Background: an optimization exercise with open tools, aiming at small area. Do not read the settings as production practice. At most, simulation tests tie the RTL to the original design; equivalence was not proved. The clock input has no modelled driver; a real chip could not lean on it and would need a root buffer or a full tree. Power is estimated from default activity; no workload was simulated.

Setup of v28:
// top
module top (
    input        clk,
    input        reset,
    input        button_start,
    input        button_clear,
    input        button_difficulity,
    input        button_hammer,
    input  [4:0] swith,
    output [4:0] LED,
    output [6:0] seg,
    output [3:0] digit_select
);
Size in the first run: roughly 470 cells after synthesis, about 130 flip-flops.
==> flow/config.mk <==
export PLATFORM = sky130hd
export DESIGN_NAME = top
export DESIGN_NICKNAME = top
export VERILOG_FILES = /design/flow/design.v
export SDC_FILE = /design/flow/constraint.sdc
export NUM_CORES = 4
export LEC_CHECK = 0
export CAP_MARGIN = 20
export CORE_MARGIN = 2
export CORE_UTILIZATION = 70
export CTS_BUF_LIST = sky130_fd_sc_hd__clkbuf_8
export CTS_CLUSTER_SIZE = 30
export SLEW_MARGIN = 20
==> flow/constraint.sdc <==
create_clock -name core_clock -period 10.0 [get_ports {clk}]
set_input_delay 2.0000 -clock core_clock [delete_from_list [all_inputs] [get_ports {clk}]]
set_output_delay 2.0000 -clock core_clock [all_outputs]
set_load 0.01 [all_outputs]
standard.sh (not shown) runs the stock make flow with config.mk's settings and CLKGATE_MAP_FILE= SYNTH_SCRIPT=/design/flow/synth_recipe.tcl, a recipe that flattens the netlist after the stock synthesis.
==> flow/flow/run.sh <==
#!/bin/bash
set -euo pipefail
cd "$(dirname "$0")/.."
cp config.mk config_own.mk
cat >> config_own.mk <<'EOC'
export BUFFER_PORTS_ARGS = -buffer_cell sky130_fd_sc_hd__buf_1
export CTS_ARGS = -sink_clustering_enable -repair_clock_nets -buf_list sky130_fd_sc_hd__clkbuf_8 -dont_use_dummy_load
EOC
sed "s#DESIGN_CONFIG=[^ ]*#DESIGN_CONFIG=$PWD/config_own.mk#" standard.sh > standard_own.sh
bash standard_own.sh > flow_standard.log 2>&1
Input changes introduced in v33 (baseline for comparison: v28):
- changing SLEW_MARGIN from 20 to 0
- changing CAP_MARGIN from 20 to 0
diff --git a/flow/flow/run.sh b/flow/flow/run.sh
--- a/flow/flow/run.sh
+++ b/flow/flow/run.sh
@@ -8,3 +8,6 @@
 EOC
 sed "s#DESIGN_CONFIG=[^ ]*#DESIGN_CONFIG=$PWD/config_own.mk#" standard.sh > standard_own.sh
-bash standard_own.sh > flow_standard.log 2>&1
+bash standard_own.sh cts > flow_standard_to_cts.log 2>&1
+RES=$(ls -d "$PWD"/orfs/results/*/top/base)
+CTS_ODB=$RES/4_cts.odb MAX_LEAF_SINKS=14 openroad -no_init -exit flow/merge_cts.tcl > flow_merge_cts.log 2>&1
+bash standard_own.sh > flow_standard_finish.log 2>&1
==> flow/flow/merge_cts.tcl (new file) <==
# Merge pairs of nearby clock-tree leaf buffers whose combined sink count
# stays small, so fewer leaf buffers drive the registers.
proc leaf_bufs {block} {
  set leaves {}
  foreach inst [$block getInsts] {
    set m [[$inst getMaster] getName]
    if {![string match "sky130_fd_sc_hd__clkbuf_*" $m]} continue
    set onet [[$inst findITerm X] getNet]
    if {$onet == "NULL"} continue
    set allff 1; set n 0
    foreach it [$onet getITerms] {
      if {[$it isOutputSignal]} continue
      incr n
      set mm [[[$it getInst] getMaster] getName]
      if {![string match "sky130_fd_sc_hd__df*" $mm]} { set allff 0 }
    }
    if {$allff && $n > 0} { lappend leaves $inst }
  }
  return $leaves
}
proc merge_round {block maxsinks} {
  set leaves [leaf_bufs $block]
  set used {}
  set merged 0
  set pairs {}
  foreach a $leaves {
    foreach b $leaves {
      if {[$a getId] >= [$b getId]} continue
      lassign [$a getLocation] ax ay
      lassign [$b getLocation] bx by
      lappend pairs [list [expr {abs($ax-$bx)+abs($ay-$by)}] $a $b]
    }
  }
  foreach p [lsort -integer -index 0 $pairs] {
    lassign $p d a b
    if {[lsearch -exact $used $a] >= 0 || [lsearch -exact $used $b] >= 0} continue
    set na [[$a findITerm X] getNet]
    set nb [[$b findITerm X] getNet]
    set sinks {}
    foreach it [$nb getITerms] { if {![$it isOutputSignal]} { lappend sinks $it } }
    set cnt [expr {[llength $sinks] + [llength [$na getITerms]] - 1}]
    if {$cnt > $maxsinks} continue
    foreach it $sinks { $it disconnect; $it connect $na }
    [$b findITerm A] disconnect
    [$b findITerm X] disconnect
    odb::dbInst_destroy $b
    odb::dbNet_destroy $nb
    lappend used $a $b
    incr merged
  }
  puts "merged $merged leaf buffer pairs (at most $maxsinks sinks each)"
}
set odb_file $::env(CTS_ODB)
read_db $odb_file
set block [ord::get_db_block]
puts "leaf buffers before: [llength [leaf_bufs $block]]"
merge_round $block $::env(MAX_LEAF_SINKS)
puts "leaf buffers after: [llength [leaf_bufs $block]]"
write_db $odb_file
### Flow results
v33 — setup slack 0.030 ns higher, v28 as reference. | register clock-pin slew on the reported worst setup and hold paths | v33 vs v28 | ≈ equal |. Between v33 and v28, it is v33 whose via count of the first global-routing pass is lower, by 54. v33 reports a lower worst reg-to-reg setup slack than v28 does.
> inputs changed (v33 -> v52)
==> flow/flow/run.sh <==
#!/bin/bash
set -euo pipefail
cd "$(dirname "$0")/.."
cp config.mk config_own.mk
cat >> config_own.mk <<'EOC'
export BUFFER_PORTS_ARGS = -buffer_cell sky130_fd_sc_hd__buf_1
export CTS_ARGS = -sink_clustering_enable -repair_clock_nets -buf_list sky130_fd_sc_hd__clkbuf_8 -dont_use_dummy_load
EOC
sed "s#DESIGN_CONFIG=[^ ]*#DESIGN_CONFIG=$PWD/config_own.mk#" standard.sh > standard_own.sh
bash standard_own.sh > flow_standard.log 2>&1
removed: flow/flow/merge_cts.tcl
==> run summary <==
[v52 vs v33] hold slack: higher in v52. Part of the power in the clock network in v52 is 4.0 points above v33. Final non-filler cell total for v52: 5 up relative to v33. Switching power total ends up higher on v52. v52 ended up with a lower setup slack than v33 did. Measured against each other, v33 and v52 differ in share of the core filled with cells in the final layout, the lower figure coming from v33. Global-route wire length before repair (v52 vs. v33) increases slightly.

## run A
The RTL this note starts from:
==> flow/design.v <==
module wam_debounce (
    input      clk,
    input      reset,
    input      raw,
    output reg pulse
);
    reg       s0, s1, lvl, lvl_d;
    reg [3:0] cnt;
    wire      diff = s1 ^ lvl;
    always @(posedge clk or posedge reset) begin
        if (reset) begin
            s0    <= 1'b0;
            s1    <= 1'b0;
            lvl   <= 1'b0;
            lvl_d <= 1'b0;
            pulse <= 1'b0;
            cnt   <= 4'd0;
        end else begin
            s0    <= raw;
            s1    <= s0;
            lvl_d <= lvl;
            pulse <= lvl & ~lvl_d;
            cnt   <= diff ? cnt + 4'd1 : 4'd0;
            lvl   <= lvl ^ (diff & (&cnt));
        end
    end
endmodule
module top (
    input        clk,
    input        reset,
    input        button_start,
    input        button_clear,
    input        button_difficulity,
    input        button_hammer,
    input  [4:0] swith,
    output [4:0] LED,
    output [6:0] seg,
    output [3:0] digit_select
);
    wire start_p, clear_p, diff_p, hammer_p;
    wam_debounce u_db_start (.clk(clk), .reset(reset), .raw(button_start),       .pulse(start_p));
    wam_debounce u_db_clear (.clk(clk), .reset(reset), .raw(button_clear),       .pulse(clear_p));
    wam_debounce u_db_diff  (.clk(clk), .reset(reset), .raw(button_difficulity), .pulse(diff_p));
    wam_debounce u_db_ham   (.clk(clk), .reset(reset), .raw(button_hammer),      .pulse(hammer_p));
    reg [1:0] dl;
    always @(posedge clk or posedge reset) begin
        if (reset)       dl <= 2'd0;
        else if (diff_p) dl <= {dl[0], ~dl[1] & ~dl[0]};
    end
    reg  [9:0] R;
    wire [9:0] R_inc = R + 10'd1;
    wire       R_wrap = R[9] & R[8] & (&R[4:0]);
    always @(posedge clk or posedge reset) begin
        if (reset) R <= 10'd4;
        else       R <= R_wrap ? 10'd0 : R_inc;
    end
    wire       tick     = (R == 10'd203) || (R == 10'd603);
    wire [1:0] sel      = R[4:3];
    wire [1:0] sel_next = R_inc[4:3];
    localparam [1:0] S_IDLE = 2'd0, S_CD = 2'd1, S_PLAY = 2'd2, S_GO = 2'd3;
    reg [1:0] state, prev;
    reg [1:0] diff_reg;
    reg       clr_cd, clr_gt, clr_sc;
    reg [2:0] c5;           
    reg [1:0] rt;           
    reg [3:0] ro;           
    reg [7:0] score;
    wire en_cd   = (prev == S_CD);
    wire E       = (prev == S_PLAY);
    wire cd_done = (c5 == 3'd0);
    wire gt_done = (rt == 2'd0) && (ro == 4'd0);
    reg [1:0] nstate;
    always @(*) begin
        nstate = state;
        case (state)
            S_IDLE: if (start_p) nstate = S_CD;
            S_CD:   if (cd_done) nstate = S_PLAY;
            S_PLAY: if (gt_done) nstate = S_GO; else if (start_p) nstate = S_CD;
            S_GO:   if (start_p) nstate = S_CD;
        endcase
    end
    always @(posedge clk or posedge reset) begin
        if (reset) begin
            state    <= S_IDLE;
            prev     <= S_IDLE;
            diff_reg <= 2'd0;
            clr_cd   <= 1'b1;
            clr_gt   <= 1'b1;
            clr_sc   <= 1'b1;
        end else begin
            state <= nstate;
            prev  <= state;
            if ((state == S_IDLE || state == S_GO) && diff_p)
                diff_reg <= dl;
            case (state)
                S_IDLE: begin
                    clr_cd <= 1'b1; clr_gt <= 1'b1; clr_sc <= 1'b1;
                end
                S_CD: begin
                    clr_cd <= (prev != S_CD) | start_p;
                    clr_gt <= 1'b1; clr_sc <= 1'b1;
                end
                S_PLAY: begin
                    clr_cd <= start_p;
                    clr_gt <= (prev != S_PLAY) | clear_p | start_p;
                    clr_sc <= clear_p | start_p;
                end
                default: begin
                    clr_cd <= 1'b0;
                    clr_gt <= clear_p;
                    clr_sc <= clear_p;
                end
            endcase
        end
    end
    always @(posedge clk or posedge reset) begin
        if (reset) begin
            c5 <= 3'd5;
            rt <= 2'd3;
            ro <= 4'd0;
        end else begin
            if (clr_cd)             c5 <= 3'd5;
            else if (tick & en_cd)  c5 <= c5 - 3'd1;
            if (clr_gt) begin
                rt <= 2'd3;
                ro <= 4'd0;
            end else if (tick & E) begin
                if (ro == 4'd0) begin
                    ro <= 4'd9;
                    rt <= rt - 2'd1;
                end else begin
                    ro <= ro - 4'd1;
                end
            end
        end
    end
    reg [15:0] lfsr;
    reg [2:0]  rn;
    wire fb = lfsr[15] ^ lfsr[13] ^ lfsr[12] ^ lfsr[10];
    always @(posedge clk or posedge reset) begin
        if (reset) begin
            lfsr <= 16'hACE1;
            rn   <= 3'd0;
        end else begin
            lfsr <= {lfsr[14:0], fb};
            if (E) rn <= lfsr[2:0];
        end
    end
    reg [4:0] rn_led;
    always @(*) begin
        case (rn)
            3'd0: rn_led = 5'b00001;
            3'd1: rn_led = 5'b00010;
            3'd2, 3'd5: rn_led = 5'b00100;
            3'd3, 3'd6: rn_led = 5'b01000;
            default: rn_led = 5'b10000;
        endcase
    end
    reg [4:0]  mole_led;
    reg [4:0]  sw_prev, sed;
    reg        hv;
    reg [10:0] v;
    wire has = |mole_led;
    reg lim_hi;    
    always @(*) begin
        case (diff_reg)
            2'd0:    lim_hi = v[10] & v[7] & v[5] & v[4];    
            2'd1:    lim_hi = v[9] & v[8] & v[5];            
            default: lim_hi = v[8] & v[7] & v[4];            
        endcase
    end
    wire at_lim = lim_hi & ~v[0];
    wire to     = lim_hi & v[0];
    wire load   = ~has | to;
    wire [4:0] led_n = ~E ? 5'd0 : load ? rn_led : hv ? 5'd0 : mole_led;
    always @(posedge clk or posedge reset) begin
        if (reset) begin
            mole_led <= 5'd0;
            sw_prev  <= 5'd0;
            sed      <= 5'd0;
            hv       <= 1'b0;
            v        <= 11'd0;
        end else begin
            mole_led <= led_n;
            sw_prev  <= swith;
            sed      <= (hammer_p | ~has) ? 5'd0 : sed | (mole_led & (swith ^ sw_prev));
            hv       <= hammer_p & |(sed & mole_led & led_n);
            v        <= (~E | (load & ~at_lim)) ? 11'd0 : v + 11'd1;
        end
    end
    wire hit = E & ~has & ~clr_gt;
    always @(posedge clk or posedge reset) begin
        if (reset) begin
            score <= 8'd0;
        end else if (clr_sc) begin
            score <= 8'd0;
        end else if (hit & (score != 8'h99)) begin
            if (score[3:0] == 4'd9) score <= {score[7:4] + 4'd1, 4'd0};
            else                    score[3:0] <= score[3:0] + 4'd1;
        end
    end
    assign LED = mole_led;
    reg [3:0] nr;
    reg [3:0] nib_n;
    always @(*) begin
        case (sel_next)
            2'd0: nib_n = (state == S_PLAY) ? ro : 4'd0;
            2'd1: nib_n = (state == S_PLAY) ? {2'd0, rt} : 4'd0;
            2'd2: case (state)
                      S_IDLE:  nib_n = {2'd0, diff_reg};
                      S_CD:    nib_n = {1'b0, c5};
                      default: nib_n = score[3:0];
                  endcase
            default: nib_n = state[1] ? score[7:4] : 4'd0;
        endcase
    end
    always @(posedge clk or posedge reset) begin
        if (reset) nr <= 4'd0;
        else       nr <= nib_n;
    end
    reg [3:0] an;
    always @(*) begin
        case (sel)
            2'd0:    an = 4'b1110;
            2'd1:    an = 4'b1101;
            2'd2:    an = 4'b1011;
            default: an = 4'b0111;
        endcase
    end
    reg [6:0] sg;
    always @(*) begin
        case (nr)
            4'd0: sg = 7'b1000000;
            4'd1: sg = 7'b1111001;
            4'd2: sg = 7'b0100100;
            4'd3: sg = 7'b0110000;
            4'd4: sg = 7'b0011001;
            4'd5: sg = 7'b0010010;
            4'd6: sg = 7'b0000010;
            4'd7: sg = 7'b1111000;
            4'd8: sg = 7'b0000000;
            4'd9: sg = 7'b0010000;
            default: sg = 7'b1111111;
        endcase
    end
    assign seg = sg;
    assign digit_select = an;
endmodule
export LEC_CHECK = 0
export CAP_MARGIN = 20
export CORE_MARGIN = 2
export CORE_UTILIZATION = 40
export SLEW_MARGIN = 20
create_clock -name core_clock -period 10.0 [get_ports {clk}]
run.sh (not shown) runs the stock make flow with config.mk's settings and CLKGATE_MAP_FILE= SYNTH_SCRIPT=/design/flow/synth_recipe.tcl, a recipe that flattens the netlist after the stock synthesis.
Stock flow here: none of the scripts above is used.
The following lists how run B was set up differently from run A:
Settings: CORE_UTILIZATION now 70, was 40; CTS_BUF_LIST now sky130_fd_sc_hd__clkbuf_8, previously not set; CTS_CLUSTER_SIZE now 30, previously not set.
==> flow/flow/run.sh (new file) <==
#!/bin/bash
set -euo pipefail
cd "$(dirname "$0")/.."
cp config.mk config_own.mk
cat >> config_own.mk <<'EOC'
export BUFFER_PORTS_ARGS = -buffer_cell sky130_fd_sc_hd__buf_1
export CTS_ARGS = -sink_clustering_enable -repair_clock_nets -buf_list sky130_fd_sc_hd__clkbuf_8 -dont_use_dummy_load
EOC
sed "s#DESIGN_CONFIG=[^ ]*#DESIGN_CONFIG=$PWD/config_own.mk#" standard.sh > standard_own.sh
bash standard_own.sh > flow_standard.log 2>&1
==> flow/standard.sh (new file) <==
#!/bin/bash
# synth_recipe.tcl (not shown) runs the flow's synth.tcl, then flattens the netlist and writes it again
# the make line also repeats each setting of config.mk as NAME=value (left out here)
make -C /OpenROAD-flow-scripts/flow DESIGN_CONFIG=/design/flow/config.mk WORK_HOME=/design/flow/orfs CLKGATE_MAP_FILE= SYNTH_SCRIPT=/design/flow/synth_recipe.tcl "${@:-finish}"
removed: flow/run.sh
Notes after the runs:
met1 usage in global routing sits higher in run B than in run A. Share of the clock period used by the worst path after layout for run B: 3.8 points down relative to run A. In the flow results for run A and run B, the placed instance count is smaller on run B. From run A to run B the numbers moved as follows: final critical-path setup slack went up 0.38 ns; synthesized cell count essentially unchanged; overall die width dropped 24%. Run B against run A: power density over cell area now smaller; portion of the layout cell area used by non-clock buffers fell by 2.2 points. Re initial antenna violation count: no difference whatsoever between run B and run A.
Edits applied to the flow inputs when going from run B to run C:
==> flow/run.sh (new file) <==
#!/bin/bash
# synth_recipe.tcl (not shown) runs the flow's synth.tcl, then flattens the netlist and writes it again
# the make line also repeats each setting of config.mk as NAME=value (left out here)
make -C /OpenROAD-flow-scripts/flow DESIGN_CONFIG=/design/flow/config.mk WORK_HOME=/design/flow/orfs CLKGATE_MAP_FILE= SYNTH_SCRIPT=/design/flow/synth_recipe.tcl finish
removed: flow/flow/run.sh
removed: flow/standard.sh
Notes after the runs:
On run C: met3 track demand over resource in global routing is 2.2 points higher than what run B gave.
From run B to run C, synthesized area per cell did not move at all.
Run C vs. run B: area of all placed cells without fillers went up by 4.8%.
Run C gives more internal power contribution than run B did.
Cmp run C and run B / power share of the clock group / lower: run B
Compared with run B, in run C total power grew by about 10%, part of the power in combinational logic decreased by 0.2 points relative to the old numbers.
Net switching power grows by more than 10% when moving from run B to run C.
Layout overhead on the synthesized area is higher on run C
Function was not checked in any run of this note: the RTL went through the layout flow alone.

-- what the ideal ports hide --
In the flow no input, the clock included, has a driving cell. The finished layouts below were timed again as built, in two steps. Step 1, drivers: a clkbuf_16 drives clk and a buf_2 each remaining input, both assumed. Step 2 moves the port delays by t, midway between the first and last clock arrival at a register: inputs arrive t later, outputs are due t later. That takes back most of the time a late clock gives input paths. Slacks: ideal / step 1 / step 2; pairs: ideal / step 1.
run | t, ns | setup WS [ns] | worst setup path after step 2 | slew at the worst register clock pin (ns) | worst slew at a driven data input, ns
v28 | 0.446 | 6.506 / 6.470 / 6.886 | input, reset recovery | 0.08 / 0.08 | 0.03
v33 | 0.401 | 6.536 / 6.501 / 6.629 | input, reset recovery | 0.09 / 0.09 | 0.03
v52 | 0.446 | 6.506 / 6.472 / 6.623 | input, reset recovery | 0.08 / 0.08 | 0.03
run A | 0.448 | 5.854 / 5.813 / 6.261 | register to output | 0.06 / 0.06 | 0.03
run B | 0.446 | 6.234 / 6.200 / 6.586 | input, reset recovery | 0.07 / 0.07 | 0.04
run C | 0.456 | 5.825 / 5.793 / 6.244 | input, reset recovery | 0.08 / 0.08 | 0.05
After both steps setup and hold are still met in every run listed. Setup slack includes reset recovery checks.
